Context: an optimization exercise on an open-source flow, tuned for small area and a short achievable clock period. The choices shown serve that exercise and are no tape-out recipe.
RTL that was checked went through simulation tests only; none was proved equivalent to the original.
Function not checked in runs 5 to 7: the RTL went through the layout flow alone.
No activity file was given, so power comes from the tool's default toggle rates.

$ cat design/flow/flow/run.sh
#!/bin/bash
# Own layout flow: the standard ORFS flow (standard.sh), with
#  - synthesis mapped by an area-oriented ABC script (flow/abc.script) and
#    without extracting full/half-adder cells,
#  - a setup margin so that repair_timing aims below the clock period.
# Each step's full output goes to its own log file in this folder.
set -uo pipefail
SYNTH_VARS="ABC_AREA=1 ADDER_MAP_FILE= ABC_CLOCK_PERIOD_IN_PS=5000"
LAYOUT_VARS=(SETUP_SLACK_MARGIN=8.5 "BUFFER_PORTS_ARGS=-buffer_cell sky130_fd_sc_hd__buf_2" "CTS_ARGS=-sink_clustering_enable -repair_clock_nets -dont_use_dummy_load -sink_clustering_size 30 -sink_clustering_max_diameter 100 -buf_list sky130_fd_sc_hd__clkbuf_8 -root_buf sky130_fd_sc_hd__clkbuf_16")
rm -rf myscripts
cp -r "$FLOW_HOME/scripts" myscripts
cp flow/abc.script myscripts/abc_area.script
bash standard.sh SCRIPTS_DIR="$PWD/myscripts" $SYNTH_VARS synth > synth.log 2>&1 || exit 1
bash standard.sh "${LAYOUT_VARS[@]}" finish > layout.log 2>&1 || exit 1
$ cat design/flow/flow/abc.script
strash
dc2
dch -f
map -a
topo
$ cat design/flow/standard.sh
#!/bin/bash
# synth_recipe.tcl (not shown) runs the flow's synth.tcl, then flattens the netlist and writes it again
# the make line also repeats each setting of config.mk as NAME=value (left out here)
make -C /OpenROAD-flow-scripts/flow DESIGN_CONFIG=/design/flow/config.mk WORK_HOME=/design/flow/orfs CLKGATE_MAP_FILE= SYNTH_SCRIPT=/design/flow/synth_recipe.tcl "${@:-finish}"
$ cat design/flow/config.mk
export PLATFORM = sky130hd
export DESIGN_NAME = CS
export DESIGN_NICKNAME = CS
export VERILOG_FILES = /design/flow/design.v
export SDC_FILE = /design/flow/constraint.sdc
export NUM_CORES = 4
export LEC_CHECK = 0
export CAP_MARGIN = 20
export CORE_MARGIN = 2
export CORE_UTILIZATION = 40
export SLEW_MARGIN = 20
$ cat design/flow/constraint.sdc
create_clock -name core_clock -period 16.0 [get_ports {clk}]
set_input_delay 3.2000 -clock core_clock [delete_from_list [all_inputs] [get_ports {clk}]]
set_output_delay 3.2000 -clock core_clock [all_outputs]
set_load 0.01 [all_outputs]
$ cat design/flow/design.v
`timescale 1ns/10ps
module CS(Y, X, reset, clk);
input clk, reset;
input [7:0] X;
output [9:0] Y;
reg [7:0] w [1:9];      
reg [9:1] v;            
reg [11:0] S;           
reg [9:1] sel;          
reg [35:0] g;           
function integer idx;   
    input integer i, j;
    idx = (i - 1) * 9 - (i * (i - 1)) / 2 + (j - i) - 1;
endfunction
wire [7:0] x9 = v[9] ? w[9] : 8'd0;
wire [11:0] P = S - {4'd0, x9};               
wire [11:0] S_nxt = P + {4'd0, X};
wire [9:1] v_nxt = reset ? 9'd0 : {v[8:1], 1'b1};
wire [7:0] wn [1:9];    
assign wn[1] = X;
genvar gi, gj;
generate
    for (gi = 2; gi <= 9; gi = gi + 1) begin : shift
        assign wn[gi] = w[gi-1];
    end
endgenerate
wire [9:1] q_nxt;       
wire [35:0] g_nxt;      
wire [9:1] sel_nxt;
generate
    assign q_nxt[1] = v_nxt[1] & ({1'b0, X, 3'd0} <= {1'b0, P});
    for (gi = 2; gi <= 9; gi = gi + 1) begin : qual
        wire [11:0] w9x = {1'b0, wn[gi], 3'd0} + {4'd0, wn[gi]};
        assign q_nxt[gi] = v_nxt[gi] & (w9x <= S_nxt);
    end
    for (gj = 2; gj <= 9; gj = gj + 1) begin : order_new
        assign g_nxt[idx(1, gj)] = (X >= w[gj-1]);
    end
    for (gi = 1; gi <= 7; gi = gi + 1) begin : order_old
        for (gj = gi + 1; gj <= 8; gj = gj + 1) begin : pair
            assign g_nxt[idx(gi + 1, gj + 1)] = g[idx(gi, gj)];
        end
    end
    for (gi = 1; gi <= 9; gi = gi + 1) begin : pick
        wire [9:1] ok;
        for (gj = 1; gj <= 9; gj = gj + 1) begin : other
            if (gj < gi) begin : older
                assign ok[gj] = ~q_nxt[gj] | ~g_nxt[idx(gj, gi)];
            end else if (gj > gi) begin : newer
                assign ok[gj] = ~q_nxt[gj] | g_nxt[idx(gi, gj)];
            end else begin : self
                assign ok[gj] = q_nxt[gj];
            end
        end
        assign sel_nxt[gi] = &ok;
    end
endgenerate
integer k2;
always @(posedge clk) begin
    if (reset) S <= 12'd0;
    else S <= S_nxt;
    v <= v_nxt;
    sel <= sel_nxt;
    g <= g_nxt;
    for (k2 = 1; k2 <= 9; k2 = k2 + 1) w[k2] <= wn[k2];
end
reg [7:0] A;
integer m;
always @* begin
    A = 8'd0;
    for (m = 1; m <= 9; m = m + 1) A = A | (w[m] & {8{sel[m]}});
end
wire [12:0] YS = {1'b0, S} + {2'b0, A, 3'd0} + {5'd0, A};
assign Y = YS[12:3];
endmodule
==> results.txt, run 1 <==
status timing/DRC/antenna clean; DP Worst Slack around 7.7 ns; Data required, critical path roughly 16 ns; Hold Crit Class reg2reg; top post-synthesis cells by count nand2_1, nor2_1, clkinv_1, dfxtp_1, o21ai_0; core area 19400 um2; CP endpoint kind flip-flop; CP max stage delay 0.40 ns; synth top area cells dfxtp_1, nand2_1, nor2_1; final net count about 1200; Hold Buf Count CTS 0; Worst-path clk slew 0.09 ns; Hold Worst Slack 0.360 ns; clk sinks 130; Post-synth EDFFs 0; Final period util 44.9%; final worst slack slightly below 9 ns; largest net degree at the start of global routing 22; flops & latches, synth 130; die width 144 um; vias per cell 5.71; CTS tree done; Synth Net Count between 1000 and 1500; port buffer count 19; initial drt markers between 700 and 800; total number of yosys warnings 2; Max-cap violations 0; Crit Path Category in2reg; layout cells sized above 1 slightly below 10%; Detail Route Antenna Nets 0; final setup vio count 0; Bufs on Longest Clock Path 2; DR vias 8553; HPWL Detailed 20.9 mm; # fillers 2061; Avg Synthesized Cell Area approximately 6.7 um2; initial antenna violation count 0; sequential fraction of the synthesis area 33.0%; Congestion Overflow GR 0; Clock Tree Root clkbuf_16; H-tree Lvls 4; RSZ-0062 raised after global routing true; mapped cell area just under 8000 um2; first-pass GRT wire length 42.0 mm; clk_skew 0.0300 ns; Worst Path Max Fanout 10; pwr dens 196 nW/um2; Final min period 7.18 ns; Synth async-reset ratio 0%; Clk Latency, worst-skew pair 0.38 ns; 1st-pass router iterations 7; Synth top area share between 30% and 40%; Wirelength per Cell 18.0 um; R2R setup slack 10.25 ns; clock buffer count from CTS 17; synth unique cells 32; Data arrival, critical path roughly 7.4 ns; headroom to the max-slew limit 27.0%; die area between 20000 and 25000 um2; Synth Flop Type dfxtp_1; Area Overhead vs Synth 13.2%; Syn Inst Count 1172; ant diodes 0; count leader, synth nand2_1; final hold viol count 0; Worst Tran Pin Value roughly 1.1 ns; area leader, netlist dfxtp_1; CP Launch Type primary input; Initial Utilization 40.6%; most used cell, CP nor2_1; gpl congestion 0.957; Die Height 144 um; slowest stage cell, crit path a2111oi_1; # IOs 20; number of remaining DRC errors 0; FMAX about 0.14 GHz; Std-Cell Rows 51; Peak VDD IR 0.0000858 V; final wirelength between 20 and 30 mm; vias in the first global route 7958; Setup TNS 0 ns; Tot GR Track Use approximately a quarter; max-slew violations 0; Lkg Pwr 3.52 nW
[area by class of cell]
type                            count  area, um2  area share [%]
Multi-Input combinational cell    870       4760            53.4
Sequential cell                   130       2610            29.2
Inverter                          172        677            7.59
Tap cell                          265        332            3.72
Timing Repair Buffer               44        288            3.23
Clock buffer                       17        245            2.75
Timing Repair inverter              1       5.00          0.0561
[layout by cell type, fill, tap and decap left out, drive strengths merged, types with 31 or more instances in the layout]
cell / n
a21oi: 51
a22oi: 47
buf: 42
clkinv: 160
dfxtp: 130
nand2: 215
nor2: 196
o21ai: 86
o221ai: 31
o22ai: 77
xor2: 53
[final timing paths]
check / start / end / cells after the start
min reg2reg: g[30] / g[33] / 0
max: X[0] / sel[5] / 32
max reg2reg: v[9] / sel[5] / 33
min: g[30] / g[33] / 0
[registers in the layout, indices dropped and copies added, names as in the netlist]
register,cells
sel,9
S,12
v,9
g,28
w,72
[kinds of logic after synthesis]
family                   share of synthesized area (%)
AO/OA/AOI/OAI                                     27.9
XOR/XNOR                                          7.56
adder cells (fa/ha/maj)                          0.254
buffers and inverters                             8.20
flip-flops                                        33.0
AND/OR/NAND/NOR                                   23.0
[what timing repair did]
action,CTS,global route
setup buffers,0,23
cloned,0,1
pin swaps,0,9
gates resized for setup,12,42
endpoints found under the setup margin,13,14
[layer usage]
metal	track usage (%)	share of wire [%]	wire, um	vias up
met4	8.48	2.1	580	0
li1	-	-	-	4167
met2	44.4	47	12800	347
met1	35.0	44	11700	3990
met5	0	0	0	-
met3	4.30	7.1	1910	49
[critical path: cells and delay by family]
kind | cells | cell delay [ns]
buffers and inverters | 10 | 1.12
AO/OA/AOI/OAI | 6 | 1.26
AND/OR/NAND/NOR | 16 | 1.84
[metrics by stage]
stage               power [mW]  util (%)  instance area (um2)  cells
floorplan                 1.09         -                 7880   1172
global placement          1.36      42.9                 8320   1458
detailed placement        1.36      42.9                 8320   1458
CTS                       1.58      44.4                 8610   1475
global route              1.91      46.0                 8920   1499
finish                    1.75      46.0                 8920   1499
[report_power, final]
group,internal (mW),switching (mW)
sequential,0.358,0.0435
combinational,0.439,0.692
clock,0.100,0.116
total,0.896,0.852
==> inputs of run 2 (changes only) <==
--- a/design/flow/design.v
+++ b/design/flow/design.v
@@ -6,3 +6,3 @@
 reg [7:0] w [1:9];      
-reg [9:1] v;            
+reg [3:0] n;            
 reg [11:0] S;           
@@ -14,6 +14,13 @@
 endfunction
-wire [7:0] x9 = v[9] ? w[9] : 8'd0;
+wire [3:0] n_nxt = reset ? 4'd0 : (n == 4'd9) ? 4'd9 : n + 4'd1;
+wire [9:1] v_nxt;       
+genvar gv;
+generate
+    for (gv = 1; gv <= 9; gv = gv + 1) begin : valid
+        assign v_nxt[gv] = n_nxt >= gv;
+    end
+endgenerate
+wire [7:0] x9 = (n == 4'd9) ? w[9] : 8'd0;
 wire [11:0] P = S - {4'd0, x9};               
 wire [11:0] S_nxt = P + {4'd0, X};
-wire [9:1] v_nxt = reset ? 9'd0 : {v[8:1], 1'b1};
 wire [7:0] wn [1:9];    
@@ -61,3 +68,3 @@
     else S <= S_nxt;
-    v <= v_nxt;
+    n <= n_nxt;
     sel <= sel_nxt;
==> design/flow/flow/abc.script (replaced) <==
strash
dc2
dch -f
map -a
topo
stime -c
buffer -c
upsize -c
dnsize -c
==> run 2 against run 1 <==
Still clean on timing, DRC and antenna. Routed wire length is 0.96% higher. Die area is 2.3% higher. Cell count is 0.73% lower. Global-route usage is 1.4 points lower. Total power is 14% lower. Fmax is 0.87% lower. Core utilization is 0.81 points lower. Clock skew is 0.0055 ns lower. First-iteration DRC count is 9.2% higher. Largest cell class unchanged. Highest routed layer unchanged.
==> results.txt, run 2 <==
Setup TNS 0 ns (unchanged); Biggest register w (unchanged); synth top area cells dfxtp_1, nor2_1, nand2_1 (was dfxtp_1, nand2_1, nor2_1); total power 1.51 mW (was 1.75 mW); CTS tree done (unchanged); Data required, critical path 12.80 ns (was 16.25 ns); Final Util 45.1% (was 46.0%); flops & latches, synth 125 (was 130); H-tree Lvls 4 (unchanged); gpl congestion 0.964 (was 0.957); # IOs 20 (unchanged); design area 8870 um2 (was 8920 um2); HPWL Detailed 21.1 mm (was 20.9 mm); compound-cell area share of the yosys netlist 27.0% (was 27.9%); post-synthesis mux area share 0% (unchanged); Hold Crit Class reg2reg (unchanged); 1st-pass router iterations 6 (was 7); Synth Flop Type dfxtp_1 (unchanged); most frequent cells in the layout nor2_1, nand2_1, inv_1 (was nand2_1, nor2_1, clkinv_1); slowest stage cell, crit path dfxtp_1 (was a2111oi_1); vias in the first global route 7945 (was 7958); worst reg2reg path depth 38 (was 33); first-pass GRT wire length 42.2 mm (was 42.0 mm); die area 21300 um2 (was 20800 um2); non-filler cells, final 1488 (was 1499); Syn Inst Count 1200 (was 1172); total number of yosys warnings 2 (unchanged); CP endpoint kind output pin (was flip-flop); largest net degree at the start of global routing 21 (was 22); Post-Synth XOR/XNOR Area 6.93% (was 7.56%); final setup vio count 0 (unchanged); Bufs on Longest Clock Path 2 (unchanged); Worst-path clk slew 0.07 ns (was 0.09 ns); Peak VDD IR 0.0000623 V (was 0.0000858 V); DP Area 8400 um2 (was 8320 um2); Hold EP w[6][0] (was g[33]); critical hold path startpoint w[5][0] (was g[30]); Synth async-reset ratio 0% (unchanged); Std-Cell Rows 51 (unchanged); clk_skew 0.0245 ns (was 0.0300 ns); Critical Path Source w[2][1] (was X[0]); DR vias 8580 (was 8553); Placed Instances 1461 (was 1458); Clk Latency, worst-skew pair 0.37 ns (was 0.38 ns); largest family of logic cells by synthesized area compound AO/OA/AOI/OAI gates (unchanged); # fillers 2097 (was 2061); core area 19700 um2 (was 19400 um2); vias per cell 5.77 (was 5.71); R2R setup slack 10.68 ns (was 10.25 ns); Area Overhead vs Synth 10.0% (was 13.2%); layout cells sized above 1 10.5% (was 9.89%); Final period util 45.3% (was 44.9%); clk sinks 125 (was 130); Die Height 146 um (was 144 um); final hold viol count 0 (unchanged); Clock Tree Root clkbuf_16 (unchanged); Max-cap violations 0 (unchanged); DP Worst Slack 8.17 ns (was 7.74 ns); Reg2Reg Capture Point sel[2] (was sel[5]); status timing/DRC/antenna clean (unchanged); CP Cell Sequence a22oi_1, nand2_1, nor3_4, or2_4, nand2_1, xor2_1, or2_2, and2_1, nand2_1, nand2_1, nand2_1, nand2_1, maj3_1, nand2_1, nand2_1, maj3_1, nand2_1, a21oi_1, nor2_2, xnor2_1, buf_2; die width 146 um (was 144 um); final worst slack 8.75 ns (was 8.82 ns); headroom to the max-slew limit 36.2% (was 27.0%); synth unique cells 62 (was 32); mapped cell area 8070 um2 (was 7880 um2); Synth top area share 31.0% (was 33.0%); Crit Path Category reg2out (was in2reg); Detail Route Antenna Nets 0 (unchanged); count leader, synth nor2_1 (was nand2_1); Final min period 7.25 ns (was 7.18 ns); final net count 1235 (was 1246); RSZ-0062 raised after global routing true (unchanged); FF-to-FF Start n[0] (was v[9]); Worst Tran Pin Value 0.957 ns (was 1.09 ns); final wirelength 27.2 mm (was 27.0 mm); Initial Utilization 41.0% (was 40.6%); Data arrival, critical path 4.05 ns (was 7.43 ns); max-slew violations 0 (unchanged); Synth Net Count 1210 (was 1182); Congestion Overflow GR 0 (unchanged); Worst Path Max Fanout 6 (was 10); Hold Worst Slack 0.359 ns (was 0.360 ns); FMAX 0.138 GHz (was 0.139 GHz); Wirelength per Cell 18.3 um (was 18.0 um); Avg Synthesized Cell Area 6.72 um2 (about the same); simple-gate portion of the synthesized area 24.7% (was 23.0%); top post-synthesis cells by count nor2_1, nand2_1, inv_1, dfxtp_1, o22ai_1 (was nand2_1, nor2_1, clkinv_1, dfxtp_1, o21ai_0); initial antenna violation count 0 (unchanged); CP Launch Type flip-flop (was primary input); number of remaining DRC errors 0 (unchanged); Lkg Pwr 4.00 nW (was 3.52 nW); clock buffer count from CTS 17 (unchanged); Hold Crit Depth 0 (unchanged); commonest non-fill, non-tap cell in the layout nor2_1 (was nand2_1); Post-synth EDFFs 0 (unchanged); sequential fraction of the synthesis area 31.0% (was 33.0%); adder-cell area share of the yosys netlist 0.745% (was 0.254%); most used cell, CP nand2_1 (was nor2_1); area leader, netlist dfxtp_1 (unchanged); max FFs per register 72 (unchanged); largest registers w x72, g x28, S x12 (unchanged); initial drt markers 851 (was 779); CP max stage delay 0.39 ns (was 0.40 ns); Tot GR Track Use 25.1% (was 26.5%); pwr dens 170 nW/um2 (was 196 nW/um2); ant diodes 0 (unchanged); port buffer count 19 (unchanged)
[run 2: worst max path at each step]
stage / endpoint / cells after the start
final: Y[8] / 21
after global placement: sel[9] / 31
after CTS: sel[3] / 32
after floorplan: sel[5] / 32
after global routing: Y[8] / 21
after detailed placement: sel[9] / 31
[run 2: where the power goes]
part | leakage, nW | switching, mW | internal, mW
clock | 0.127 | 0.112 | 0.100
combinational | 2.82 | 0.587 | 0.329
sequential | 1.05 | 0.0391 | 0.345
[run 2: cell families (layout without fill, tap and decap cells)]
family / after synthesis / after routing
AOI/OAI and AO/OA: 322 / 322
buffers and inverters: 201 / 224
xor gates and xnor gates: 63 / 63
DFF: 125 / 125
and+or+nand+nor: 483 / 483
adders and majority gates: 6 / 6
[run 2: routing by layer]
layer	GRT usage [%]	vias up	share of wire (%)
met5	0	-	0
met2	42.0	384	47
met3	4.36	51	8.1
met4	7.62	0	2.3
met1	33.3	4007	42
li1	-	4138	-
[run 2: what timing repair did]
action / CTS / global route
pin swaps: 0 / 7
endpoints found under the hold margin: 0 / 0
setup endpoints to repair: 3 / 12
hold buffers: 0 / 0
buffers inserted: 0 / 10
gates resized for setup: 4 / 45
[run 2: worst max-delay path, delay by kind of cell (launching register included)]
kind / cells / cell delay [ns]
AOI/OAI and AO/OA: 2 / 0.38
xor gates and xnor gates: 2 / 0.27
adders and majority gates: 2 / 0.74
buffers and inverters: 1 / 0.14
DFF: 1 / 0.39
and+or+nand+nor: 14 / 1.73
[run 2: cell type report]
cell class	count	area [um2]	share of cell area, %
repair buffers	32	195	2.20
clock buffers	17	245	2.76
well taps	265	332	3.74
flip-flops and latches	125	2510	28.3
multi-input cells	874	4910	55.4
inverters	175	672	7.57
==> inputs of run 3 (changes only) <==
==> design/flow/flow/abc.script (replaced) <==
strash
dc2
dch -f
map -a
topo
stime -c
buffer -c
upsize -c
dnsize -c
strash
dch -f
map -a
topo
stime -c
buffer -c
upsize -c
dnsize -c
==> run 3 against run 2 <==
Via count is 0.82% higher. First-iteration DRC count is 15% higher. Fmax is 2.2% higher. Synthesized cell count is 1.1% higher. Worst setup slack better by 0.16 ns. Global-route usage is 1.6 points higher. Routed wire length is 5.6% higher. Still clean on timing, DRC and antenna. Design area is 2.0% lower. Clock skew hardly changed. Die area is 0.21% higher. Critical path type unchanged.
==> results.txt, run 3 <==
layout cells sized above 1 8.13% (was 10.5%); area leader, netlist dfxtp_1 (unchanged); synth top area cells dfxtp_1, nand2_1, nor2_1 (was dfxtp_1, nor2_1, nand2_1); Die Height 146 um (about the same); Wirelength per Cell 19.2 um (was 18.3 um); commonest non-fill, non-tap cell in the layout nand2_1 (was nor2_1); Area Overhead vs Synth 7.60% (was 10.0%); non-filler cells, final 1500 (was 1488); # IOs 20 (unchanged); top post-synthesis cells by count nand2_1, nor2_1, inv_1, dfxtp_1, o22ai_1 (was nor2_1, nand2_1, inv_1, dfxtp_1, o22ai_1); FMAX 0.141 GHz (was 0.138 GHz); DR vias 8650 (was 8580); first-pass GRT wire length 44.4 mm (was 42.2 mm); port buffer count 19 (unchanged); Worst Tran Pin Value 0.934 ns (was 0.957 ns); Final period util 44.3% (was 45.3%); Final min period 7.09 ns (was 7.25 ns); Post-synth EDFFs 0 (unchanged); slowest stage cell, crit path a2111oi_1 (was dfxtp_1); worst path bufs/invs 5 (was 1); Data arrival, critical path 3.89 ns (was 4.05 ns); HPWL Detailed 22.4 mm (was 21.1 mm); Syn Inst Count 1213 (was 1200); Data required, critical path 12.80 ns (about the same); Hold Crit Class reg2reg (unchanged); most frequent cells in the layout nand2_1, nor2_1, inv_1 (was nor2_1, nand2_1, inv_1); initial antenna violation count 0 (unchanged); headroom to the max-slew limit 37.8% (was 36.2%); Congestion Overflow GR 0 (unchanged); Max-cap violations 0 (unchanged); ant diodes 0 (unchanged); Worst-path clk slew 0.08 ns (was 0.07 ns); synth unique cells 58 (was 62); max FFs per register 72 (unchanged); Critical Path Source sel[6] (was w[2][1]); initial drt markers 978 (was 851); FF-to-FF Start n[0] (unchanged); Clock Tree Root clkbuf_16 (unchanged); final hold viol count 0 (unchanged); pwr dens 168 nW/um2 (was 170 nW/um2); most used cell, CP nand2_1 (unchanged); critical hold path startpoint g[0] (was w[5][0]); number of remaining DRC errors 0 (unchanged); Setup TNS 0 ns (unchanged); Synth Net Count 1223 (was 1210); die area 21400 um2 (was 21300 um2); Initial Utilization 40.3% (was 41.0%); Lkg Pwr 3.88 nW (was 4.00 nW); Std-Cell Rows 52 (was 51); sequential fraction of the synthesis area 31.0% (about the same); vias in the first global route 8227 (was 7945); Detail Route Antenna Nets 0 (unchanged); clock buffer count from CTS 17 (unchanged); final setup vio count 0 (unchanged); CP max stage delay 0.52 ns (was 0.39 ns); flops & latches, synth 125 (unchanged); mapped cell area 8080 um2 (was 8070 um2); Synth Flop Type dfxtp_1 (unchanged); Clk Latency, worst-skew pair 0.38 ns (was 0.37 ns); Biggest register w (unchanged); Synth async-reset ratio 0% (unchanged); Top delay family on crit path compound AO/OA/AOI/OAI gates (was simple AND/OR/NAND/NOR gates); Avg Synthesized Cell Area 6.66 um2 (was 6.72 um2); H-tree Lvls 4 (unchanged); final wirelength 28.8 mm (was 27.2 mm); CTS tree done (unchanged); core area 20000 um2 (was 19700 um2); count leader, synth nand2_1 (was nor2_1); Worst Path Max Fanout 6 (unchanged); clk_skew 0.0240 ns (was 0.0245 ns); vias per cell 5.77 (about the same); die width 146 um (about the same); clk sinks 125 (unchanged); CP endpoint kind output pin (unchanged); 1st-pass router iterations 5 (was 6); largest registers w x72, g x28, S x12 (unchanged); Tot GR Track Use 26.8% (was 25.1%); total number of yosys warnings 2 (unchanged); Crit Path Category reg2out (unchanged); max-slew violations 0 (unchanged); CP Cell Sequence inv_1, o21ai_0, a2111oi_1, buf_4, o22ai_1, o21ai_0, inv_1, nand2_1, o21ai_1, nand3_1, nand2_1, nand2_1, nand2_1, nand2_1, nand2_1, nor2_1, inv_1, a21oi_2, o21ai_1, a21oi_1, xor2_1, buf_2 (was a22oi_1, nand2_1, nor3_4, or2_4, nand2_1, xor2_1, or2_2, and2_1, nand2_1, nand2_1, nand2_1, nand2_1, maj3_1, nand2_1, nand2_1, maj3_1, nand2_1, a21oi_1, nor2_2, xnor2_1, buf_2); Peak VDD IR 0.0000651 V (was 0.0000623 V); Bufs on Longest Clock Path 2 (unchanged); Synth top area share 31.0% (about the same); CP Launch Type flip-flop (unchanged); final worst slack 8.91 ns (was 8.75 ns); final net count 1242 (was 1235); DP Worst Slack 8.45 ns (was 8.17 ns); status timing/DRC/antenna clean (unchanged); Placed Instances 1481 (was 1461); RSZ-0062 raised after global routing false (was true); gpl congestion 1.01 (was 0.964); largest net degree at the start of global routing 19 (was 21)
## run 3: cell count changes after synthesis, moves of 6 or more
cell | previous run | this run
nand2_1 | 180 | 208
a22oi_1 | 45 | 34
xnor2_1 | 12 | 18
nor2_1 | 235 | 203
o21ai_0 | 58 | 76
o221ai_1 | 39 | 23
xor2_1 | 50 | 41
clkbuf_1 | 20 | 12
nor3_1 | 10 | 16
o211ai_1 | 8 | 14
## run 3: worst register-to-register path: cells and delay by family, from the launching register on
family | cells | cell delay [ns]
AO/OA/AOI/OAI | 10 | 1.66
buffers and inverters | 5 | 0.64
XOR/XNOR | 2 | 0.43
AND/OR/NAND/NOR | 13 | 2.41
flip-flops | 1 | 0.41
## run 3: path summary, 6_finish.rpt
kind / endpoint / slack [ns] / cells past startpoint
worst min register to register: g[8] / 0.37 / 0
worst min-delay path: g[8] / 0.37 / 0
worst max register to register: sel[3] / 10.33 / 30
worst max-delay path: Y[8] / 8.91 / 22
## run 3: cell type report
class | count | area (um2)
tap | 270 | 338
fill | 2187 | 11300
multi-input combinational | 885 | 4810
inverter | 179 | 672
clock buffer | 17 | 245
timing repair buffer | 24 | 133
sequential | 125 | 2500
## run 3: metrics by stage
step / util [%] / total power, mW / hold slack (ns) / area, um2
finish: 43.4 / 1.46 / 0.366 / 8700
global route: 43.4 / 1.57 / 0.377 / 8700
CTS: 43.2 / 1.44 / 0.359 / 8650
detailed placement: 41.9 / 1.23 / 0.360 / 8400
global placement: 41.9 / 1.22 / 0.368 / 8400
floorplan: - / 1.02 / 0.347 / 8080
## run 3: kinds of logic after synthesis
family,share of synthesized area [%]
AND/OR/NAND/NOR,24.6
AO/OA/AOI/OAI,26.7
buffers and inverters,10.0
flip-flops,31.0
adder cells (fa/ha/maj),0.774
XOR/XNOR,7.00
## run 3: what timing repair did
item,in CTS,in global routing
hold buffers,0,0
pin swaps,0,2
buffers inserted,0,2
gates resized for setup,1,10
endpoints found under the setup margin,1,7
hold endpoints to repair,0,0
## run 3: metal layers
layer / part of all wire, % / vias up / wire (um) / GRT usage [%]
li1: - / 4134 / - / -
met1: 43 / 4093 / 12300 / 34.6
met2: 47 / 371 / 13500 / 44.5
met3: 7.7 / 52 / 2210 / 5.19
met4: 2.8 / 0 / 807 / 9.81
met5: 0 / - / 0 / 0
## run 3: power breakdown
part / internal, mW / switching, mW / total, mW / leakage (nW)
clock: 0.0999 / 0.115 / 0.215 / 0.127
combinational: 0.304 / 0.561 / 0.866 / 2.70
sequential: 0.343 / 0.0411 / 0.384 / 1.05
total: 0.748 / 0.717 / 1.46 / 3.88
==> inputs of run 4 (changes only) <==
--- a/design/flow/flow/run.sh
+++ b/design/flow/flow/run.sh
@@ -8,3 +8,3 @@
 SYNTH_VARS="ABC_AREA=1 ADDER_MAP_FILE= ABC_CLOCK_PERIOD_IN_PS=5000"
-LAYOUT_VARS=(SETUP_SLACK_MARGIN=8.5 "BUFFER_PORTS_ARGS=-buffer_cell sky130_fd_sc_hd__buf_2" "CTS_ARGS=-sink_clustering_enable -repair_clock_nets -dont_use_dummy_load -sink_clustering_size 30 -sink_clustering_max_diameter 100 -buf_list sky130_fd_sc_hd__clkbuf_8 -root_buf sky130_fd_sc_hd__clkbuf_16")
+LAYOUT_VARS=(SETUP_SLACK_MARGIN=9.0 "BUFFER_PORTS_ARGS=-buffer_cell sky130_fd_sc_hd__buf_2" "CTS_ARGS=-sink_clustering_enable -repair_clock_nets -dont_use_dummy_load -sink_clustering_size 30 -sink_clustering_max_diameter 100 -buf_list sky130_fd_sc_hd__clkbuf_8 -root_buf sky130_fd_sc_hd__clkbuf_16")
 rm -rf myscripts
==> run 4 against run 3 <==
Still clean on timing, DRC and antenna. First-iteration DRC count shrank 6.1%. Cell count increased by 0.87%. Global-route usage barely moved. Sequential cell count stayed put. Synthesized cell count unchanged. Design area rose by 2.9%. Critical path depth increased by 2.
==> results.txt, run 4 <==
Initial Utilization 40.3% (unchanged); critical hold path startpoint w[6][0] (was g[0]); Synth async-reset ratio 0% (unchanged); Crit Path Category reg2out (unchanged); final net count 1255 (was 1242); port buffer count 19 (unchanged); Data arrival, critical path 3.61 ns (was 3.89 ns); total number of yosys warnings 2 (unchanged); Std-Cell Rows 52 (unchanged); CP Launch Type flip-flop (unchanged); Peak VDD IR 0.0000702 V (was 0.0000651 V); layout cells sized above 1 12.5% (was 8.13%); Avg Synthesized Cell Area 6.66 um2 (unchanged); total power 1.53 mW (was 1.46 mW); initial drt markers 918 (was 978); Die Height 146 um (unchanged); gpl congestion 1.01 (unchanged); Worst Path Max Fanout 6 (unchanged); Biggest register w (unchanged); first-pass GRT wire length 44.5 mm (was 44.4 mm); 1st-pass router iterations 12 (was 5); Syn Inst Count 1213 (unchanged); pwr dens 171 nW/um2 (was 168 nW/um2); FF-to-FF Start n[0] (unchanged); Placed Instances 1481 (unchanged); Detail Route Antenna Nets 0 (unchanged); vias in the first global route 8293 (was 8227); worst path bufs/invs 6 (was 5); die width 146 um (unchanged); DP Worst Slack 8.45 ns (unchanged); initial antenna violation count 0 (unchanged); status timing/DRC/antenna clean (unchanged); Wirelength per Cell 19.1 um (was 19.2 um); final hold viol count 0 (unchanged); final worst slack 9.19 ns (was 8.91 ns); RSZ-0062 raised after global routing true (was false); die area 21400 um2 (unchanged); largest registers w x72, g x28, S x12 (unchanged); area leader, netlist dfxtp_1 (unchanged); Tot GR Track Use 26.8% (about the same); max-slew violations 0 (unchanged); Clk Latency, worst-skew pair 0.38 ns (about the same); Hold Crit Class reg2reg (unchanged); CP Cell Sequence inv_2, o22ai_1, a221o_1, a2111oi_4, buf_4, nand2_1, nand2_1, xor2_1, inv_1, nor2_1, inv_1, nand3_2, nand2_2, nand2_2, nand2_2, nand2_2, nand2_2, nor2_2, inv_1, a21oi_2, o21ai_2, a21oi_2, xor2_1, buf_2 (was inv_1, o21ai_0, a2111oi_1, buf_4, o22ai_1, o21ai_0, inv_1, nand2_1, o21ai_1, nand3_1, nand2_1, nand2_1, nand2_1, nand2_1, nand2_1, nor2_1, inv_1, a21oi_2, o21ai_1, a21oi_1, xor2_1, buf_2); Setup TNS 0 ns (unchanged); Top delay family on crit path compound AO/OA/AOI/OAI gates (unchanged); sequential fraction of the synthesis area 31.0% (unchanged); largest net degree at the start of global routing 19 (unchanged); synth top area cells dfxtp_1, nand2_1, nor2_1 (unchanged); vias per cell 5.70 (was 5.77); Clock Tree Root clkbuf_16 (unchanged); Reg2Reg Capture Point sel[1] (was sel[3]); # IOs 20 (unchanged); Hold Buf Count CTS 0 (unchanged); Worst-path clk slew 0.08 ns (about the same); Bufs on Longest Clock Path 2 (unchanged); most frequent cells in the layout nor2_1, nand2_1, inv_1 (was nand2_1, nor2_1, inv_1); Hold Crit Depth 0 (unchanged); number of remaining DRC errors 0 (unchanged); most used cell, CP nand2_2 (was nand2_1); DR vias 8627 (was 8650); top post-synthesis cells by count nand2_1, nor2_1, inv_1, dfxtp_1, o22ai_1 (unchanged); clock buffer count from CTS 17 (unchanged); synth unique cells 58 (unchanged); Hold EP w[7][0] (was g[8]); count leader, synth nand2_1 (unchanged); headroom to the max-slew limit 39.0% (was 37.8%); CP max stage delay 0.40 ns (was 0.52 ns); max FFs per register 72 (unchanged); core area 20000 um2 (unchanged); Area Overhead vs Synth 10.8% (was 7.60%); ant diodes 0 (unchanged); final wirelength 28.8 mm (about the same); clk_skew 0.0238 ns (was 0.0240 ns); Synth Net Count 1223 (unchanged); Max-cap violations 0 (unchanged); Lkg Pwr 3.96 nW (was 3.88 nW); Worst Tran Pin Value 0.915 ns (was 0.934 ns); Final period util 42.6% (was 44.3%); CTS tree done (unchanged); flops & latches, synth 125 (unchanged); HPWL Detailed 22.4 mm (unchanged); DP Area 8400 um2 (unchanged); final setup vio count 0 (unchanged); FMAX 0.147 GHz (was 0.141 GHz); slowest stage cell, crit path dfxtp_1 (was a2111oi_1); clk sinks 125 (unchanged); CP endpoint kind output pin (unchanged); Synth top area share 31.0% (unchanged); H-tree Lvls 4 (unchanged); mapped cell area 8080 um2 (unchanged); design area 8950 um2 (was 8700 um2); Congestion Overflow GR 0 (unchanged); Final min period 6.81 ns (was 7.09 ns); Synth Flop Type dfxtp_1 (unchanged); Post-synth EDFFs 0 (unchanged); R2R setup slack 10.54 ns (was 10.33 ns); worst reg2reg path depth 28 (was 30); non-filler cells, final 1513 (was 1500); commonest non-fill, non-tap cell in the layout nor2_1 (was nand2_1); Data required, critical path 12.80 ns (about the same)
[run 4: final cells by class]
class | instances | area, um2
flip-flops and latches | 125 | 2520
multi-input cells | 885 | 4930
fillers | 2159 | 11100
well taps | 270 | 338
clock buffers | 17 | 245
repair buffers | 37 | 236
inverters | 179 | 687
[run 4: how the worst max path moves through the flow]
stage / cells past startpoint / slack, ns / end / start
after floorplan: 34 / 9.41 / sel[4] / X[0]
after global placement: 29 / 8.61 / sel[4] / X[2]
after detailed placement: 29 / 8.45 / sel[4] / X[2]
after CTS: 28 / 8.97 / Y[8] / w[4][4]
after global routing: 26 / 8.92 / Y[8] / sel[4]
final: 24 / 9.19 / Y[8] / sel[6]
[run 4: what timing repair did]
item / 4_1_cts / 5_1_grt
endpoints found under the setup margin: 11 / 14
gates resized for setup: 19 / 54
setup buffers: 5 / 10
pin swaps: 4 / 16
[run 4: through the flow]
| stage | hold slack (ns) | utilization, % |
|---|---|---|
| 4_1_cts | 0.359 | 43.6 |
| 2_1_floorplan | 0.347 | - |
| 6_report | 0.371 | 44.7 |
| 3_3_place_gp | 0.368 | 41.9 |
| 5_1_grt | 0.378 | 44.7 |
| 3_5_place_dp | 0.360 | 41.9 |
[run 4: power breakdown]
group | switching, mW | total, mW | internal (mW) | leakage, nW
Combinational | 0.591 | 0.933 | 0.342 | 2.78
Clock | 0.116 | 0.216 | 0.0999 | 0.127
Sequential | 0.0416 | 0.385 | 0.343 | 1.05
Total | 0.749 | 1.53 | 0.785 | 3.96
[run 4: kinds of logic after synthesis]
group	synth area share, %
simple gates	24.6
compound gates	26.7
buf+inv	10.0
flops	31.0
xor+xnor	7.00
fa+ha+maj	0.774
[run 4: worst register-to-register path, delay by kind of cell (launching register included)]
kind,cells,cell delay [ns]
compound gates,7,1.94
buf+inv,6,0.66
flops,1,0.41
simple gates,15,2.35
[run 4: routing by layer]
metal	track usage, %	vias to the layer above	wire [um]
met5	0	-	0
met4	10.1	0	932
met3	5.00	68	2000
met2	44.5	343	13400
met1	34.6	4051	12500
li1	-	4165	-
==> inputs of run 5 (changes only) <==
--- a/design/flow/design.v
+++ b/design/flow/design.v
@@ -6,3 +6,3 @@
 reg [7:0] w [1:9];      
-reg [3:0] n;            
+reg [9:1] v;            
 reg [11:0] S;           
@@ -14,13 +14,6 @@
 endfunction
-wire [3:0] n_nxt = reset ? 4'd0 : (n == 4'd9) ? 4'd9 : n + 4'd1;
-wire [9:1] v_nxt;       
-genvar gv;
-generate
-    for (gv = 1; gv <= 9; gv = gv + 1) begin : valid
-        assign v_nxt[gv] = n_nxt >= gv;
-    end
-endgenerate
-wire [7:0] x9 = (n == 4'd9) ? w[9] : 8'd0;
+wire [7:0] x9 = v[9] ? w[9] : 8'd0;
 wire [11:0] P = S - {4'd0, x9};               
 wire [11:0] S_nxt = P + {4'd0, X};
+wire [9:1] v_nxt = reset ? 9'd0 : {v[8:1], 1'b1};
 wire [7:0] wn [1:9];    
@@ -68,3 +61,3 @@
     else S <= S_nxt;
-    n <= n_nxt;
+    v <= v_nxt;
     sel <= sel_nxt;
@@ -73,2 +66,20 @@
 end
+function [9:0] add10;
+    input [9:0] a, b;
+    reg [9:0] gg, pp, g1, p1;
+    integer l, t;
+    begin
+        gg = a & b;
+        pp = a ^ b;
+        for (l = 1; l < 10; l = l * 2) begin
+            g1 = gg;
+            p1 = pp;
+            for (t = l; t < 10; t = t + 1) begin
+                gg[t] = g1[t] | (p1[t] & g1[t-l]);
+                pp[t] = p1[t] & p1[t-l];
+            end
+        end
+        add10 = a ^ b ^ {gg[8:0], 1'b0};
+    end
+endfunction
 reg [7:0] A;
@@ -79,4 +90,10 @@
 end
-wire [12:0] YS = {1'b0, S} + {2'b0, A, 3'd0} + {5'd0, A};
-assign Y = YS[12:3];
+wire [2:0] lg = S[2:0] & A[2:0], lp = S[2:0] ^ A[2:0];
+wire c3 = lg[2] | (lp[2] & lg[1]) | (lp[2] & lp[1] & lg[0]);
+wire [9:0] ya = {1'b0, S[11:3]};
+wire [9:0] yb = {2'b0, A};
+wire [9:0] yc = {5'b0, A[7:3]};
+wire [9:0] cs_s = ya ^ yb ^ yc;
+wire [9:0] cs_c = {(ya[8:0] & yb[8:0]) | (ya[8:0] & yc[8:0]) | (yb[8:0] & yc[8:0]), c3};
+assign Y = add10(cs_s, cs_c);
 endmodule
--- a/design/flow/flow/run.sh
+++ b/design/flow/flow/run.sh
@@ -8,3 +8,3 @@
 SYNTH_VARS="ABC_AREA=1 ADDER_MAP_FILE= ABC_CLOCK_PERIOD_IN_PS=5000"
-LAYOUT_VARS=(SETUP_SLACK_MARGIN=9.0 "BUFFER_PORTS_ARGS=-buffer_cell sky130_fd_sc_hd__buf_2" "CTS_ARGS=-sink_clustering_enable -repair_clock_nets -dont_use_dummy_load -sink_clustering_size 30 -sink_clustering_max_diameter 100 -buf_list sky130_fd_sc_hd__clkbuf_8 -root_buf sky130_fd_sc_hd__clkbuf_16")
+LAYOUT_VARS=(SETUP_SLACK_MARGIN=8.5 "BUFFER_PORTS_ARGS=-buffer_cell sky130_fd_sc_hd__buf_2" "CTS_ARGS=-sink_clustering_enable -repair_clock_nets -dont_use_dummy_load -sink_clustering_size 30 -sink_clustering_max_diameter 100 -buf_list sky130_fd_sc_hd__clkbuf_8 -root_buf sky130_fd_sc_hd__clkbuf_16")
 rm -rf myscripts
==> design/flow/flow/abc.script (replaced) <==
strash
dc2
dch -f
map -a
topo
stime -c
buffer -c
upsize -c
dnsize -c
==> run 5 against run 4 <==
First-iteration DRC count fell by 8.1%. Via count fell by 2.1%. Sequential share of layout area rose by 1.4 points. Synthesized area rose by 1.9%. Fmax fell by 6.1%. Synthesized cell count rose by 0.25%. Global-route usage fell by 1.7 points. Hold slack improved by 0.0038 ns. Combinational power rose by 4.7%. Register-to-register slack improved by 0.51 ns.
==> results.txt, run 5 <==
CTS tree done (unchanged); Final Util 43.6% (was 44.7%); HPWL Detailed 21.2 mm (was 22.4 mm); final hold viol count 0 (unchanged); Synth Net Count 1226 (was 1223); 1st-pass router iterations 5 (was 12); Clk Latency, worst-skew pair 0.38 ns (about the same); Std-Cell Rows 52 (unchanged); total number of yosys warnings 2 (unchanged); Synth async-reset ratio 0% (unchanged); Bufs on Longest Clock Path 2 (unchanged); clk sinks 130 (was 125); sequential fraction of the synthesis area 31.6% (was 31.0%); Biggest register w (unchanged); Worst Path Max Fanout 8 (was 6); Peak VDD IR 0.0000822 V (was 0.0000702 V); largest net degree at the start of global routing 22 (was 19); Detail Route Antenna Nets 0 (unchanged); Reg2Reg Capture Point sel[4] (was sel[1]); slowest stage cell, crit path dfxtp_1 (unchanged); most frequent cells in the layout nand2_1, nor2_1, inv_1 (was nor2_1, nand2_1, inv_1); layout cells sized above 1 8.37% (was 12.5%); final worst slack 8.75 ns (was 9.19 ns); Die Height 147 um (was 146 um); Max-cap violations 0 (unchanged); R2R setup slack 11.05 ns (was 10.54 ns); RSZ-0062 raised after global routing true (unchanged); CP Launch Type flip-flop (unchanged); max-slew violations 0 (unchanged); top post-synthesis cells by count nand2_1, nor2_1, inv_1, dfxtp_1, o22ai_1 (unchanged); Worst-path clk slew 0.07 ns (was 0.08 ns); Area Overhead vs Synth 7.19% (was 10.8%); headroom to the max-slew limit 58.9% (was 39.0%); Congestion Overflow GR 0 (unchanged); mapped cell area 8240 um2 (was 8080 um2); core area 20200 um2 (was 20000 um2); largest registers w x72, g x28, S x12 (unchanged); Data required, critical path 12.80 ns (about the same); Hold EP g[15] (was w[7][0]); FMAX 0.138 GHz (was 0.147 GHz); status timing/DRC/antenna clean (unchanged); DR vias 8450 (was 8627); initial antenna violation count 0 (unchanged); Wirelength per Cell 18.1 um (was 19.1 um); Data arrival, critical path 4.05 ns (was 3.61 ns); vias in the first global route 8000 (was 8293); critical hold path startpoint g[8] (was w[6][0]); Initial Utilization 40.7% (was 40.3%); first-pass GRT wire length 42.5 mm (was 44.5 mm); Hold Crit Depth 0 (unchanged); Synth top area share 31.6% (was 31.0%); Crit Path Category reg2out (unchanged); worst path bufs/invs 3 (was 6); Setup TNS 0 ns (unchanged); Final min period 7.25 ns (was 6.81 ns); area leader, netlist dfxtp_1 (unchanged); CP Cell Sequence a22oi_1, nand2_1, nor3_1, inv_1, xor2_1, or3_1, nand2_1, o21ai_0, nand3_1, nand2_1, nand2_1, nand2_1, maj3_1, a21oi_1, nor2_1, inv_1, o22ai_1, nor2_1, xor2_1, buf_2 (was inv_2, o22ai_1, a221o_1, a2111oi_4, buf_4, nand2_1, nand2_1, xor2_1, inv_1, nor2_1, inv_1, nand3_2, nand2_2, nand2_2, nand2_2, nand2_2, nand2_2, nor2_2, inv_1, a21oi_2, o21ai_2, a21oi_2, xor2_1, buf_2); ant diodes 0 (unchanged); non-filler cells, final 1488 (was 1513); count leader, synth nand2_1 (unchanged); Hold Crit Class reg2reg (unchanged); synth top area cells dfxtp_1, nand2_1, nor2_1 (unchanged); Tot GR Track Use 25.1% (was 26.8%); H-tree Lvls 4 (unchanged); clk_skew 0.0231 ns (was 0.0238 ns); Worst Tran Pin Value 0.608 ns (was 0.915 ns); most used cell, CP nand2_1 (was nand2_2); FF-to-FF Start v[9] (was n[0]); die width 147 um (was 146 um); number of remaining DRC errors 0 (unchanged); Final period util 45.3% (was 42.6%); pwr dens 180 nW/um2 (was 171 nW/um2); Placed Instances 1470 (was 1481); Lkg Pwr 3.96 nW (about the same); CP endpoint kind output pin (unchanged); # IOs 20 (unchanged); final setup vio count 0 (unchanged); Top delay family on crit path simple AND/OR/NAND/NOR gates (was compound AO/OA/AOI/OAI gates); Synth Flop Type dfxtp_1 (unchanged); Post-synth EDFFs 0 (unchanged); max FFs per register 72 (unchanged); initial drt markers 844 (was 918); port buffer count 19 (unchanged); final net count 1230 (was 1255); Avg Synthesized Cell Area 6.77 um2 (was 6.66 um2); flops & latches, synth 130 (was 125); Clock Tree Root clkbuf_16 (unchanged); synth unique cells 57 (was 58); final wirelength 26.9 mm (was 28.8 mm); clock buffer count from CTS 17 (unchanged); worst reg2reg path depth 26 (was 28); commonest non-fill, non-tap cell in the layout nand2_1 (was nor2_1); Syn Inst Count 1216 (was 1213); DP Worst Slack 8.49 ns (was 8.45 ns); gpl congestion 0.956 (was 1.01); CP max stage delay 0.45 ns (was 0.40 ns); total power 1.59 mW (was 1.53 mW); die area 21800 um2 (was 21400 um2); vias per cell 5.68 (was 5.70)
-- run 5: changes by cell type in the layout (fill, tap and decap cells not counted), sizes merged, moves of 6 or more --
cell | before | now
xnor2 | 19 | 13
a21oi | 60 | 49
a22oi | 34 | 46
nor3 | 17 | 11
nor2 | 212 | 201
inv | 172 | 162
o2111ai | 2 | 10
xor2 | 43 | 63
o21ai | 90 | 71
buf | 36 | 21
nand2 | 216 | 226
-- run 5: repair_timing --
action                     CTS  global route
pin swaps                    0             1
setup buffers                0             1
hold buffers                 0             0
hold endpoints to repair     0             0
resized for setup            1            10
setup endpoints to repair    1            11
-- run 5: per-layer routing --
| layer | wire, um | up-vias | track usage [%] | share of wire [%] |
|---|---|---|---|---|
| met5 | 0 | - | 0 | 0 |
| met4 | 747 | 0 | 9.04 | 2.8 |
| li1 | - | 4117 | - | - |
| met2 | 12600 | 309 | 42.1 | 47 |
| met1 | 11800 | 3968 | 32.7 | 44 |
| met3 | 1850 | 56 | 4.10 | 6.8 |
-- run 5: through the flow --
| stage | hold slack, ns | instance area, um2 |
|---|---|---|
| floorplan | 0.329 | 8240 |
| global placement | 0.371 | 8530 |
| detailed placement | 0.369 | 8530 |
| CTS | 0.373 | 8770 |
| global route | 0.384 | 8830 |
| finish | 0.375 | 8830 |
-- run 5: power breakdown --
part	internal [mW]	total (mW)	switching, mW
Clock	0.0999	0.212	0.112
Combinational	0.335	0.977	0.642
Sequential	0.357	0.404	0.0474
-- run 5: cell families (layout without fill, tap and decap cells) --
| logic type | count (synthesis) | in the layout | synth area share, % |
|---|---|---|---|
| flip-flops | 130 | 130 | 31.6 |
| AND/OR/NAND/NOR | 478 | 478 | 24.0 |
| XOR/XNOR | 76 | 76 | 8.17 |
| adder cells (fa/ha/maj) | 8 | 8 | 0.972 |
| AO/OA/AOI/OAI | 321 | 321 | 25.8 |
| buffers and inverters | 203 | 205 | 9.45 |
-- run 5: how the worst max path moves through the flow --
stage | depth (start not counted) | end | slack (ns) | from
after floorplan | 33 | sel[4] | 9.37 | X[0]
after global placement | 25 | sel[4] | 8.40 | X[1]
after detailed placement | 32 | sel[6] | 8.49 | X[1]
after CTS | 22 | Y[8] | 8.62 | sel[1]
after global routing | 21 | Y[8] | 8.43 | sel[2]
final | 20 | Y[8] | 8.75 | sel[2]
-- run 5: worst reg2reg max path, stage by stage, from the launching register on --
cell and delay, ns:
dfxtp_1 0.61, inv_2 0.16, nor3_4 0.22, inv_2 0.07
a21oi_4 0.15, o21ai_1 0.11, nand2_1 0.07, nand2_1 0.07
xor2_1 0.29, inv_1 0.10, nor2_1 0.16, nor2_1 0.06
nand2_1 0.07, nand2_1 0.29, o311ai_0 0.68, o21ai_0 0.27
a21oi_1 0.19, o211ai_1 0.11, o21ai_0 0.14, a21oi_1 0.07
o22ai_1 0.14, nand2_1 0.06, nand2_1 0.11, inv_2 0.11
a21oi_1 0.14, o221ai_1 0.16, a2111oi_2 0.22
-- run 5: cell type report --
type,instances,area (um2)
clock buffer,17,245
fill,2168,11400
timing repair buffer,21,110
tap,270,338
inverter,167,637
multi-input combinational,883,4890
sequential,130,2600
==> inputs of run 6 (changes only) <==
==> design/flow/design.v (replaced) <==
`timescale 1ns/10ps
module CS(Y, X, reset, clk);
input clk, reset;
input [7:0] X;
output [9:0] Y;
reg [7:0] w [1:9];      
reg [7:0] M;            
reg [3:0] R;            
reg [35:0] g;           
function integer idx;   
    input integer i, j;
    idx = (i - 1) * 9 - (i * (i - 1)) / 2 + (j - i) - 1;
endfunction
function [8:0] divmod9;
    input [7:0] v;
    reg [4:0] q;
    reg [7:0] r;
    begin
        q = v / 9;
        r = v - q * 9;
        divmod9 = {q, r[3:0]};
    end
endfunction
wire [4:0] qx, q9;
wire [3:0] rx, r9;
assign {qx, rx} = divmod9(X);
assign {q9, r9} = divmod9(w[9]);
wire signed [5:0] t = $signed({2'b0, R}) + $signed({2'b0, rx}) - $signed({2'b0, r9});
wire t_neg = t[5];
wire t_big = !t[5] && (t >= 6'sd9);
wire [3:0] R_nxt = t_neg ? t[3:0] + 4'd9 : t_big ? t[3:0] - 4'd9 : t[3:0];
wire [7:0] M_nxt = M - {3'd0, q9} + {3'd0, qx} + {{7{t_neg}}, t_neg | t_big};
reg [35:0] G;           
reg [8:0] q, sel;
reg [7:0] A;
integer i, j;
always @* begin
    G = g;
    for (j = 2; j <= 9; j = j + 1) G[idx(1, j)] = (w[1] >= w[j]);
    for (i = 1; i <= 9; i = i + 1) q[i-1] = (w[i] <= M);
    for (i = 1; i <= 9; i = i + 1) begin
        sel[i-1] = q[i-1];
        for (j = 1; j <= 9; j = j + 1)
            if (j < i) sel[i-1] = sel[i-1] & (~q[j-1] | ~G[idx(j, i)]);
            else if (j > i) sel[i-1] = sel[i-1] & (~q[j-1] | G[idx(i, j)]);
    end
    A = 8'd0;
    for (i = 1; i <= 9; i = i + 1) A = A | (w[i] & {8{sel[i-1]}});
end
wire [11:0] S = {M, 3'd0} + {4'd0, M} + {8'd0, R};
wire [12:0] YS = {1'b0, S} + {2'b0, A, 3'd0} + {5'd0, A};
assign Y = YS[12:3];
always @(posedge clk) begin
    if (reset) begin
        M <= 8'd0;
        R <= 4'd0;
        for (i = 1; i <= 9; i = i + 1) w[i] <= 8'd0;
    end else begin
        M <= M_nxt;
        R <= R_nxt;
        w[1] <= X;
        for (i = 2; i <= 9; i = i + 1) w[i] <= w[i-1];
    end
    for (i = 1; i <= 7; i = i + 1)
        for (j = i + 1; j <= 8; j = j + 1)
            g[idx(i + 1, j + 1)] <= G[idx(i, j)];
end
endmodule
==> design/flow/flow/run.sh (replaced) <==
#!/bin/bash
# Own layout flow: the standard ORFS flow (standard.sh), with
#  - synthesis mapped by an area-oriented ABC script (flow/abc.script) and
#    without extracting full/half-adder cells,
#  - a setup margin so that repair_timing aims below the clock period.
# Each step's full output goes to its own log file in this folder.
set -uo pipefail
SYNTH_VARS="ABC_AREA=1 ADDER_MAP_FILE= ABC_CLOCK_PERIOD_IN_PS=5000"
LAYOUT_VARS="SETUP_SLACK_MARGIN=6"
rm -rf myscripts
cp -r "$FLOW_HOME/scripts" myscripts
cp flow/abc.script myscripts/abc_area.script
bash standard.sh SCRIPTS_DIR="$PWD/myscripts" $SYNTH_VARS synth > synth.log 2>&1 || exit 1
bash standard.sh $LAYOUT_VARS finish > layout.log 2>&1 || exit 1
==> design/flow/flow/abc.script (replaced) <==
strash
dch
map -a
topo
stime -c
buffer -c
upsize -c
dnsize -c
==> run 6 against run 5 <==
Clock power rose by 23%. Synthesized area is 0.12% lower. Global-route usage decreased by 0.25 points. Combinational power increased by 54%. Core utilization grew 5.2 points. Fmax down 26%. Total power up 33%. Hold slack got worse by 0.022 ns. Synthesized cell count rose by 7.4%. Worst setup slack worse by 2.5 ns. Cell count is 9.0% higher. First-iteration DRC count grew 23%. Largest cell class unchanged.
==> results.txt, run 6 <==
Net Switching 1.07 mW (was 0.802 mW); Clock Tree Root clkbuf_16 (unchanged); first-pass GRT wire length 43.2 mm (was 42.5 mm); max FFs per register 72 (unchanged); Synth Flop Type dfxtp_1 (unchanged); vias in the first global route 8369 (was 8000); top post-synthesis cells by count nor2_1, inv_1, nand2_1, dfxtp_1, a21oi_1 (was nand2_1, nor2_1, inv_1, dfxtp_1, o22ai_1); GRT busiest layer met2 (unchanged); RSZ-0062 raised after global routing true (unchanged); port buffer count 19 (unchanged); Crit Path Category reg2out (unchanged); Die Height 147 um (about the same); CTS tree done (unchanged); Tot GR Track Use 24.8% (was 25.1%); slowest stage cell, crit path clkdlybuf4s50_1 (was dfxtp_1); design area 9880 um2 (was 8830 um2); FMAX 0.102 GHz (was 0.138 GHz); headroom to the max-slew limit 37.1% (was 58.9%); Initial Utilization 40.7% (about the same); worst reg2reg path depth 60 (was 26); die area 21700 um2 (was 21800 um2); GR Layer Usage met2 38.6% (was 42.1%); largest net degree at the start of global routing 85 (was 22); Final period util 61.1% (was 45.3%); Congestion Overflow GR 0 (unchanged); Final min period 9.77 ns (was 7.25 ns); CP endpoint kind output pin (unchanged); CP Launch Type flip-flop (unchanged); 1st-pass router iterations 6 (was 5); Lkg Pwr 4.28 nW (was 3.96 nW); Worst Path Max Fanout 12 (was 8); HPWL Detailed 20.4 mm (was 21.2 mm); # IOs 20 (unchanged); clock share of power 12.3% (was 13.3%); Post-synth EDFFs 0 (unchanged); Area Overhead vs Synth 20.1% (was 7.19%); Reg2Reg Capture Point M[7] (was sel[4]); FF-to-FF Start w[9][7] (was v[9]); Synth Net Count 1316 (was 1226); Data required, critical path 12.80 ns (about the same); R2R setup slack 8.66 ns (was 11.05 ns); H-tree Lvls 3 (was 4); clk_skew 0.0168 ns (was 0.0231 ns); Peak VDD IR 0.000143 V (was 0.0000822 V); final setup vio count 0 (unchanged); max-slew violations 0 (unchanged); ant diodes 0 (unchanged); Hold EP g[24] (was g[15]); internal power 1.05 mW (was 0.791 mW); status timing/DRC/antenna clean (unchanged); sequential fraction of the synthesis area 27.3% (was 31.6%); pwr dens 215 nW/um2 (was 180 nW/um2); number of remaining DRC errors 0 (unchanged); mapped cell area 8230 um2 (was 8240 um2); CP max stage delay 0.56 ns (was 0.45 ns); switch share 50.3% (about the same); area leader, netlist dfxtp_1 (unchanged); final wirelength 27.6 mm (was 26.9 mm); clk sinks 112 (was 130); Combinational Power Share 70.9% (was 61.3%); total number of yosys warnings 2 (unchanged); Avg Synthesized Cell Area 6.30 um2 (was 6.77 um2); commonest non-fill, non-tap cell in the layout nor2_1 (was nand2_1); most used cell, CP buf_4 (was nand2_1); final hold viol count 0 (unchanged); initial drt markers 1041 (was 844); # fillers 2056 (was 2168); clock buffer count from CTS 9 (was 17); flops & latches, synth 112 (was 130); Std-Cell Rows 52 (unchanged); Hold Crit Depth 0 (unchanged); Flop pwr share 16.8% (was 25.4%); Synth async-reset ratio 0% (unchanged); Max-cap violations 0 (unchanged); Biggest register w (unchanged); synth top area cells dfxtp_1, nor2_1, inv_1 (was dfxtp_1, nand2_1, nor2_1); Worst-path clk slew 0.09 ns (was 0.07 ns); Hold Crit Class reg2reg (unchanged); Hold Buf Count CTS 0 (unchanged); initial antenna violation count 0 (unchanged); largest registers w x72, g x28, M x8 (was w x72, g x28, S x12); vias per cell 5.64 (was 5.68); die width 147 um (about the same); Setup TNS 0 ns (unchanged); most frequent cells in the layout nor2_1, inv_1, nand2_1 (was nand2_1, nor2_1, inv_1); gpl congestion 0.931 (was 0.956); DR vias 9149 (was 8450); Wirelength per Cell 17.0 um (was 18.1 um); Detail Route Antenna Nets 0 (unchanged); layout cells sized above 1 16.9% (was 8.37%); met1 Usage GRT 35.0% (was 32.7%); core area 20200 um2 (unchanged); DP Area 8650 um2 (was 8530 um2); Data arrival, critical path 6.57 ns (was 4.05 ns); Synth top area share 27.3% (was 31.6%); Syn Inst Count 1306 (was 1216); Clk Latency, worst-skew pair 0.38 ns (about the same); synth unique cells 61 (was 57); Worst Tran Pin Value 0.944 ns (was 0.608 ns); Bufs on Longest Clock Path 2 (unchanged); critical hold path startpoint g[18] (was g[8]); count leader, synth nor2_1 (was nand2_1); final net count 1357 (was 1230); met3 Usage GRT 2.90% (was 4.10%)
==> run 6: cell types whose count changed in the layout (fill, tap and decap cells not counted), sizes merged, moves of 13 or more <==
cell / before / now
dfxtp: 130 / 112
nor2: 201 / 328
inv: 162 / 190
a21oi: 49 / 84
nor3: 11 / 24
o221ai: 28 / 14
o22ai: 75 / 46
o21ai: 71 / 56
nand2: 226 / 168
xor2: 63 / 46
buf: 21 / 51
==> run 6: what timing repair did <==
item	in CTS	in global routing
resized for setup	33	101
endpoints found under the setup margin	12	14
setup buffers	19	24
pin swaps	5	39
gates cloned	0	0
==> run 6: cell type report <==
type	instances	area (um2)	area share [%]
Inverter	197	767	7.76
Clock inverter	5	85.1	0.861
Tap cell	270	338	3.42
Sequential cell	112	2260	22.9
Timing Repair Buffer	69	616	6.23
Clock buffer	11	253	2.56
Multi-Input combinational cell	958	5560	56.3
==> run 6: kinds of logic after synthesis <==
logic type | count (synthesis) | share of synthesized area, %
AO/OA/AOI/OAI | 304 | 24.3
XOR/XNOR | 67 | 7.41
adder cells (fa/ha/maj) | 2 | 0.243
buffers and inverters | 236 | 10.9
flip-flops | 112 | 27.3
multiplexers | 1 | 0.122
AND/OR/NAND/NOR | 584 | 29.9
==> run 6: worst max path at each step <==
stage	startpoint	end	slack, ns
4_1_cts	M[7]	Y[9]	5.99
5_1_grt	X[3]	M[7]	5.82
6_report	M[7]	Y[4]	6.23
2_1_floorplan	M[7]	Y[8]	6.81
3_5_place_dp	X[5]	M[7]	5.02
3_3_place_gp	X[5]	M[7]	5.18
==> run 6: critical path: cells and delay by family, from the launching register on <==
family,cells,cell delay [ns]
XOR/XNOR,4,0.85
flip-flops,1,0.32
buffers and inverters,9,1.98
AO/OA/AOI/OAI,5,1.07
AND/OR/NAND/NOR,13,1.96
==> run 6: power groups by stage <==
stage | clock (mW) | combinational, mW | sequential [mW]
2_1_floorplan | 0 | 0.990 | 0.322
3_3_place_gp | 0 | 1.27 | 0.357
3_5_place_dp | 0 | 1.28 | 0.358
4_1_cts | 0.261 | 1.34 | 0.357
5_1_grt | 0.272 | 1.67 | 0.359
6_report | 0.261 | 1.50 | 0.356
==> run 6: routing by layer <==
| layer | up-vias | part of all wire (%) |
|---|---|---|
| met5 | - | 0 |
| met4 | 0 | 3.5 |
| met3 | 80 | 7.1 |
| met2 | 446 | 45 |
| met1 | 4201 | 44 |
| li1 | 4422 | - |
==> run 6: metrics by stage <==
stage / hold WS, ns / std cells / worst slack (ns) / utilization [%] / total power [mW]
6_report: 0.353 / 1622 / 6.23 / 48.8 / 2.12
5_1_grt: 0.366 / 1622 / 5.82 / 48.8 / 2.31
4_1_cts: 0.354 / 1598 / 5.99 / 45.7 / 1.96
3_5_place_dp: 0.339 / 1563 / 5.02 / 42.8 / 1.64
3_3_place_gp: 0.334 / 1563 / 5.18 / 42.8 / 1.63
2_1_floorplan: 0.331 / 1306 / 6.81 / - / 1.31
==> inputs of run 7 (changes only) <==
--- a/design/flow/design.v
+++ b/design/flow/design.v
@@ -6,2 +6,3 @@
 reg [7:0] w [1:9];      
+reg [9:1] v;            
 reg [7:0] M;            
@@ -23,2 +24,3 @@
 endfunction
+wire [7:0] x9 = v[9] ? w[9] : 8'd0;
 wire [4:0] qx, q9;
@@ -26,3 +28,3 @@
 assign {qx, rx} = divmod9(X);
-assign {q9, r9} = divmod9(w[9]);
+assign {q9, r9} = divmod9(x9);
 wire signed [5:0] t = $signed({2'b0, R}) + $signed({2'b0, rx}) - $signed({2'b0, r9});
@@ -39,3 +41,3 @@
     for (j = 2; j <= 9; j = j + 1) G[idx(1, j)] = (w[1] >= w[j]);
-    for (i = 1; i <= 9; i = i + 1) q[i-1] = (w[i] <= M);
+    for (i = 1; i <= 9; i = i + 1) q[i-1] = v[i] & (w[i] <= M);
     for (i = 1; i <= 9; i = i + 1) begin
@@ -49,5 +51,5 @@
 end
-wire [11:0] S = {M, 3'd0} + {4'd0, M} + {8'd0, R};
-wire [12:0] YS = {1'b0, S} + {2'b0, A, 3'd0} + {5'd0, A};
-assign Y = YS[12:3];
+wire [8:0] U = {1'b0, M} + {1'b0, A};
+wire [9:0] T = {1'b0, U} + {6'd0, R};
+assign Y = {1'b0, U} + {3'd0, T[9:3]};
 always @(posedge clk) begin
@@ -56,3 +58,3 @@
         R <= 4'd0;
-        for (i = 1; i <= 9; i = i + 1) w[i] <= 8'd0;
+        v <= 9'd0;
     end else begin
@@ -60,5 +62,6 @@
         R <= R_nxt;
-        w[1] <= X;
-        for (i = 2; i <= 9; i = i + 1) w[i] <= w[i-1];
+        v <= {v[8:1], 1'b1};
     end
+    w[1] <= X;
+    for (i = 2; i <= 9; i = i + 1) w[i] <= w[i-1];
     for (i = 1; i <= 7; i = i + 1)
==> design/flow/flow/abc.script (replaced) <==
&get -n
&st
&dch
&nf
&st
&syn2
&if -g -K 6
&synch2
&nf
&st
&syn2
&if -g -K 6
&synch2
&nf
&st
&syn2
&if -g -K 6
&synch2
&nf
&st
&syn2
&if -g -K 6
&synch2
&nf
&st
&syn2
&if -g -K 6
&synch2
&nf
&put
buffer -c
topo
stime -c
upsize -c
dnsize -c
==> run 7 against run 6 <==
Largest power group unchanged. Core utilization shrank 0.10 points. Highest routed layer unchanged. Via count grew 11%. Still clean. Count of clock-buffer cells in the layout grew 7. Critical endpoint is now Y[7]. Synthesized area grew 21%. Die area grew 20%. Largest cell class unchanged.
==> results.txt, run 7 <==
status timing/DRC/antenna clean (unchanged); clock buffer count from CTS 17 (was 9); Syn Inst Count 1206 (was 1306); final hold viol count 0 (unchanged); Synth Flop Type dfxtp_1 (unchanged); # IOs 20 (unchanged); initial antenna violation count 0 (unchanged); pwr dens 173 nW/um2 (was 215 nW/um2); final worst slack 5.84 ns (was 6.23 ns); Tot GR Track Use 26.5% (was 24.8%); R2R setup slack 9.30 ns (was 8.66 ns); CP Launch Type flip-flop (unchanged); total number of yosys warnings 2 (unchanged); Worst-path clk slew 0.06 ns (was 0.09 ns); RSZ-0062 raised after global routing true (unchanged); Synth async-reset ratio 0% (unchanged); Clock Tree Root clkbuf_16 (unchanged); # fillers 2297 (was 2056); Hold Worst Slack 0.370 ns (was 0.353 ns); DP Worst Slack 5.28 ns (was 5.02 ns); 1st-pass router iterations 8 (was 6); number of remaining DRC errors 0 (unchanged); final setup vio count 0 (unchanged); die width 161 um (was 147 um); flops & latches, synth 121 (was 112); area leader, netlist dfxtp_1 (unchanged); initial drt markers 1156 (was 1041); Post-Synth XOR/XNOR Area 9.05% (was 7.41%); DP Area 10200 um2 (was 8650 um2); Post-synth EDFFs 0 (unchanged); headroom to the max-slew limit 30.7% (was 37.1%); DR vias 10129 (was 9149); largest registers w x72, g x28, v x9 (was w x72, g x28, M x8); clk_skew 0.0157 ns (was 0.0168 ns); Die Height 161 um (was 147 um); Data required, critical path 12.80 ns (about the same); FMAX 0.0984 GHz (was 0.102 GHz); Final min period 10.16 ns (was 9.77 ns); Worst Tran Pin Value 1.04 ns (was 0.944 ns); post-synthesis mux area share 1.15% (was 0.122%); Avg Synthesized Cell Area 8.22 um2 (was 6.30 um2); Synth top area share 24.4% (was 27.3%); core area 24300 um2 (was 20200 um2); Biggest register w (unchanged); max FFs per register 72 (unchanged); max-slew violations 0 (unchanged); Congestion Overflow GR 0 (unchanged); Std-Cell Rows 57 (was 52); port buffer count 19 (unchanged); sequential fraction of the synthesis area 24.4% (was 27.3%); final net count 1238 (was 1357); Synth Net Count 1216 (was 1316); vias in the first global route 9323 (was 8369); first-pass GRT wire length 53.9 mm (was 43.2 mm); Worst Path Max Fanout 18 (was 12); Hold Crit Class reg2reg (unchanged); largest net degree at the start of global routing 27 (was 85); gpl congestion 0.965 (was 0.931); mapped cell area 9920 um2 (was 8230 um2); synth unique cells 120 (was 61); largest family of logic cells by synthesized area compound AO/OA/AOI/OAI gates (was simple AND/OR/NAND/NOR gates); top post-synthesis cells by count dfxtp_1, nor2_1, xnor2_1, nand2_1, nor2b_1 (was nor2_1, inv_1, nand2_1, dfxtp_1, a21oi_1); Final Util 48.7% (was 48.8%); simple-gate portion of the synthesized area 23.1% (was 29.9%); commonest non-fill, non-tap cell in the layout dfxtp_1 (was nor2_1); Area Overhead vs Synth 19.5% (was 20.1%); final wirelength 35.9 mm (was 27.6 mm); Lkg Pwr 4.18 nW (was 4.28 nW); design area 11800 um2 (was 9880 um2); Clk Latency, worst-skew pair 0.44 ns (was 0.38 ns); Max-cap violations 0 (unchanged)
run 7: what timing repair did:
item / 4_1_cts / 5_1_grt
setup buffers: 23 / 17
resized for setup: 94 / 65
pin swaps: 14 / 29
setup endpoints to repair: 8 / 7
endpoints found under the hold margin: 0 / 0
hold buffers: 0 / 0
gates cloned: 1 / 1
run 7: cell families (layout without fill, tap and decap cells):
kind of cell / count (synthesis) / in the layout
flip-flops: 121 / 121
AND/OR/NAND/NOR: 409 / 409
adder cells (fa/ha/maj): 37 / 37
multiplexers: 10 / 10
buffers and inverters: 129 / 164
XOR/XNOR: 93 / 93
AO/OA/AOI/OAI: 407 / 407
run 7: layout make-up:
cell class | count | area, um2 | share of cell area (%)
Clock buffer | 18 | 429 | 3.62
Clock inverter | 14 | 188 | 1.58
Inverter | 65 | 289 | 2.44
Multi-Input combinational cell | 956 | 7470 | 63.0
Sequential cell | 121 | 2480 | 20.9
Tap cell | 324 | 405 | 3.42
Timing Repair Buffer | 66 | 584 | 4.93
Timing Repair inverter | 1 | 7.51 | 0.0634
run 7: worst max-delay path, stage by stage, from the launching register on:
cell and delay (ns):
dfxtp_4 0.41, or2b_1 0.23, o2111ai_2 0.19, a2111o_1 0.48, and2_2 0.28, a221o_1 0.37
nor4_4 0.53, a222oi_1 0.16, and4bb_4 0.28, a221oi_2 0.36, a41oi_4 0.08, a31oi_4 0.43
and4b_1 0.31, nor3_4 0.08, or3_4 0.44, and2_4 0.17, o21a_1 0.23, a211oi_2 0.30
nor2_1 0.15, a211oi_1 0.24, o22ai_1 0.11, a31oi_1 0.14, clkdlybuf4s50_1 0.55
run 7: path summary, 6_finish.rpt:
kind                              start    end  depth (start not counted)
worst max-delay path               M[2]   Y[7]                         22
worst min-delay path              g[27]  g[31]                          0
worst max register to register  w[9][4]   M[7]                         21
worst min register to register    g[27]  g[31]                          0
run 7: metal layers:
| layer | global-route usage (%) | routed length [um] |
|---|---|---|
| met1 | 35.5 | 15100 |
| met2 | 42.8 | 16300 |
| met3 | 4.19 | 3130 |
| met4 | 10.0 | 1430 |
| met5 | 0 | 0 |
run 7: where the power goes:
part | internal (mW) | leakage, nW | switching (mW) | total [mW]
Combinational | 0.546 | 2.86 | 0.670 | 1.22
Clock | 0.249 | 0.292 | 0.160 | 0.409
Sequential | 0.340 | 1.02 | 0.0827 | 0.423
Total | 1.13 | 4.18 | 0.913 | 2.05
run 7: through the flow:
step	total power, mW	instances
final	2.05	1565
after global routing	2.16	1565
after CTS	1.96	1547
after detailed placement	1.47	1491
after global placement	1.47	1491
after floorplan	1.21	1206
